Source: an optimization exercise on an open RTL-to-GDS flow (aim: small area, a short achievable clock period and few clock cycles). Production flows keep margins and buffers that such runs may drop.
RTL that was checked went through simulation tests only; none was proved equivalent to the original.

Design stack_machine, start of the top module:
module stack_machine (
    clk,
    rst,
    start,
    ready,
    x_input,
    y_output,
    skip_pixel,
    output_queue_index,
    output_queue_get,
    output_queue_length,
    output_queue_data_out,
    output_queue_ready
);
input clk;
input rst;
input      start;
output     ready;
input      [9:0] x_input;
output     [8:0] y_output;
output           skip_pixel;
output     [5:0]  output_queue_index;
output reg        output_queue_get;
input      [6:0]  output_queue_length;
input      [19:0] output_queue_data_out;
input             output_queue_ready;
localparam NS = 10;               
localparam [18:0] VMAX = 19'h3ffff;
localparam [18:0] VMIN = 19'h40000;
localparam [4:0] ST_IDLE  = 5'd0,
                 ST_RUN   = 4'd1,
                 ST_FIN   = 4'd2,
                 ST_SINIT = 4'd3,
                 ST_TSCAN = 4'd4,
                 ST_ROOTS = 4'd5,
                 ST_DN    = 4'd6,
                 ST_FS1   = 4'd7,
                 ST_FS2   = 4'd8,
                 ST_UPB   = 4'd9,
                 ST_UPS   = 4'd10,
                 ST_FS3   = 4'd11,
                 ST_SWAP  = 4'd12,
                 ST_OPX   = 4'd13,
                 ST_OPW   = 4'd14,
                 ST_ROOT  = 4'd15,
                 ST_DEC   = 5'd16,
                 ST_DEC3  = 5'd17,
                 ST_UPA   = 5'd18;
localparam [1:0] U_MUL = 2'd0, U_POW = 2'd1, U_DIV = 2'd2;
reg  [4:0]  state;
reg         rdy;
reg  [18:0] S [0:NS-1];
reg  [3:0]  dp;                   
reg  [6:0]  c;                    
reg         pend;                 
reg         rv;                   
reg         u_busy;
reg  [1:0]  u_kind;
reg  [3:0]  u_cnt;
reg         u_wb;                 
reg  [10:0] pw;                   
reg         byp;                  
reg  [18:0] acc;                  
reg  [18:0] rem;                  
reg  [1:0]  ml;                   
reg  [9:0]  mlo;                  
reg         dsign;
reg         dovf;
reg  [6:0]  cnt;
reg  [6:0]  q;
reg  [6:0]  sq;
reg  [6:0]  sr;
wire [18:0] S0 = S[0];
wire [18:0] S1 = S[1];
assign ready = rdy;
assign output_queue_index = f[5:0];
  ...
Settings: LEC_CHECK=0, CAP_MARGIN=20, CORE_MARGIN=2, CORE_UTILIZATION=40, SETUP_SLACK_MARGIN=2.0, SLEW_MARGIN=20; clock period 7.0 ns.
run.sh (not shown) runs the stock make flow with config.mk's settings and CLKGATE_MAP_FILE= SYNTH_SCRIPT=/design/flow/synth_recipe.tcl, a recipe that flattens the netlist after the stock synthesis.
Testbench counts at the start, summed over its fixed seeds: cycles 47,351.
Rerun with:
--- a/flow/design.v
+++ b/flow/design.v
@@ -323,16 +323,16 @@
     output_queue_ready
 );
 input clk;
 input rst;
 input      start;
 output     ready;
 input      [9:0] x_input;
-output     [8:0] y_output;
-output           skip_pixel;
+output reg [8:0] y_output;
+output reg       skip_pixel;
 output     [5:0]  output_queue_index;
 output reg        output_queue_get;
 input      [6:0]  output_queue_length;
 input      [19:0] output_queue_data_out;
 input             output_queue_ready;
 localparam NS = 10;               
 localparam [18:0] VMAX = 19'h3ffff;
@@ -581,17 +581,14 @@
 wire [18:0] r2  = q1 ? (~d2a[19] ? d2a[18:0] : {d1[17:0], S1[17]}) :
                        (~d2b[19] ? d2b[18:0] : {rem[16:0], S1[18], S1[17]});
 wire [18:0] r_div = dovf ? (dsign ? VMIN : VMAX) : (dsign ? -{1'b0, S1[17:0]} : {1'b0, S1[17:0]});
 wire        [18:0] s0v = (dp == 4'd0) ? 19'd0 : S0;
 wire signed [24:0] sx  = {{6{s0v[18]}}, s0v};
 wire signed [24:0] yr  = 25'sd61440 + {17'd0, s0v[7:0]} - (sx <<< 4) - (sx <<< 2);
 wire               yskip = yr[24] | (yr >= 25'sd123136);
-reg                dzf;           
-assign y_output   = yr[16:8];
-assign skip_pixel = dzf | yskip;
 wire [6:0] L = output_queue_length;
 wire [6:0] fp1 = f + 7'd1;
 wire       c_eq  = (c == L);
 wire       c1_eq = (c + 7'd1 == L);
 wire [6:0] fm1 = f - 7'd1;
 wire [6:0] cmp_a = (state == ST_UPS) ? sq : q;
 wire [6:0] cmp_c = (state == ST_FS2) ? sr : (state == ST_FS3) ? sq : q;
@@ -638,15 +635,15 @@
 wire [18:0] res_u = (u_kind == U_DIV) ? r_div :
                     (u_kind == U_POW && pw[10:1] == 10'd0) ? (pw[0] ? S0 : 19'd256) : r_mul;
 wire s0chg = e_push | exo | o_add | o_sub | o_p0 | s0cpy | o_div | wb_pop | byps;
 always @(*) begin
     state_n = state;
     if (dz)         state_n = ST_IDLE;
     else if (ovf)   state_n = ST_SINIT;
-    else if (e_und) state_n = ST_IDLE;
+    else if (e_und) state_n = ST_FIN;
 end
 wire u_busy_n = ustart | (u_busy & ~dz & ~u_wb);
 integer k;
 wire [18:0] s1b = (e_push | swp) ? S0 : up ? S[2] : exo ? res_u : o_div ? {aS1[9:0], 9'd0} : S1;
 wire nxt_hi = ustart ? ((o_mul & ~s0pw) | (o_pc & s0pw)) :
               (u_busy & ~u_wb & (u_kind != U_DIV) & ~u_cnt[0] & ~(byp & (m_hi | m_lo)));
 always @(posedge clk) begin
@@ -718,17 +715,20 @@
             u_cnt <= 4'd0;
             if (u_kind == U_POW && pw > 11'd2) begin
                 byp <= 1'b1;
                 pw  <= pw - 11'd1;
             end else u_wb <= 1'b1;
         end
     end
-    if (dz) dzf <= 1'b1;
-    if (state == ST_IDLE && start) dzf <= 1'b0;
-    if ((state == ST_IDLE && start) || state == ST_SINIT) dp <= 4'd0;
+    if (dz) skip_pixel <= 1'b1;
+    if (state == ST_FIN && dp <= 4'd1) begin
+        skip_pixel <= yskip;
+        y_output   <= yr[16:8];
+    end
+    if (state == ST_IDLE || state == ST_SINIT) dp <= 4'd0;
     if (rst) begin
         u_busy <= 1'b0;
         u_wb   <= 1'b0;
         u_cnt  <= 4'd0;
         byp    <= 1'b0;
         dp     <= 4'd0;
     end
@@ -743,15 +743,16 @@
             output_queue_get   <= 1'b1;
             f <= 7'd0;
             if (start) begin
                 c    <= 7'd0;
                 pend <= 1'b1;
                 rdy  <= 1'b0;
                 if (L == 7'd0) begin
-                    rdy <= 1'b1;
+                    state <= ST_FIN;
+                    output_queue_get <= 1'b0;
                 end else begin
                     state <= ST_RUN;
                     f <= 7'd1;
                     output_queue_get   <= (L > 7'd1);
                 end
             end
         end
@@ -773,23 +774,16 @@
                     output_queue_get <= 1'b0;
                     if (state_n == ST_IDLE) begin
                         rdy <= 1'b1;
                         output_queue_get   <= 1'b1;
                                     f <= 7'd0;
                     end
                 end else if ((ex_done | (u_busy & ~u_busy_n)) & ((exr | exo) ? c1_eq : c_eq)) begin
-                    if (e_push ? (dp == 4'd0) : up ? (dp <= 4'd2) : (dp <= 4'd1)) begin
-                        state <= ST_IDLE;
-                        rdy   <= 1'b1;
-                        output_queue_get <= 1'b1;
-                        f <= 7'd0;
-                    end else begin
-                        state <= ST_FIN;
-                        output_queue_get <= 1'b0;
-                    end
+                    state <= ST_FIN;
+                    output_queue_get <= 1'b0;
                 end
             end
         end
         ST_FIN: begin
             if (dp <= 4'd1) begin
                 state <= ST_IDLE;
                 rdy   <= 1'b1;
After rerunning:
- setup slack is better by 0.069 ns
- cell count is higher by 3.9%
- count of clock-buffer cells in the layout shrinks by 3
- routed wire length rose by 5.1%
Only the layout flow was run in the second run of this note; the RTL was not checked for function there.

port drivers added, routing unchanged:
How much do the figures lean on ideal ports? The routed layouts below were timed once more, with nothing changed but the port constraints. Step 1 sets driving cells, clkbuf_16 on the clock port and buf_2 on the other inputs (assumed; they add their load-dependent delay and slew). Step 2 times the ports against the registers' clock, not the clock port: input delays grow and output delays shrink by t, the midpoint of the rising clock arrivals with the driver on. a / b / c = ideal / step 1 / step 2; a / b = the first two.
| run | t (ns) | slack for setup (ns) | slew at the worst register clock pin (ns) | pins driven straight from the clock port |
|---|---|---|---|---|
| the first run | 0.659 | 1.415 / 1.348 / 1.478 | 0.07 / 0.07 | 1 |
| the second run | 0.660 | 1.483 / 1.483 / 1.426 | 0.07 / 0.07 | 1 |
After both steps setup and hold are still met in every run listed. For the second run, which loses most, drivers alone change the setup slack by 0.000 ns; drivers and shift together by -0.057 ns.
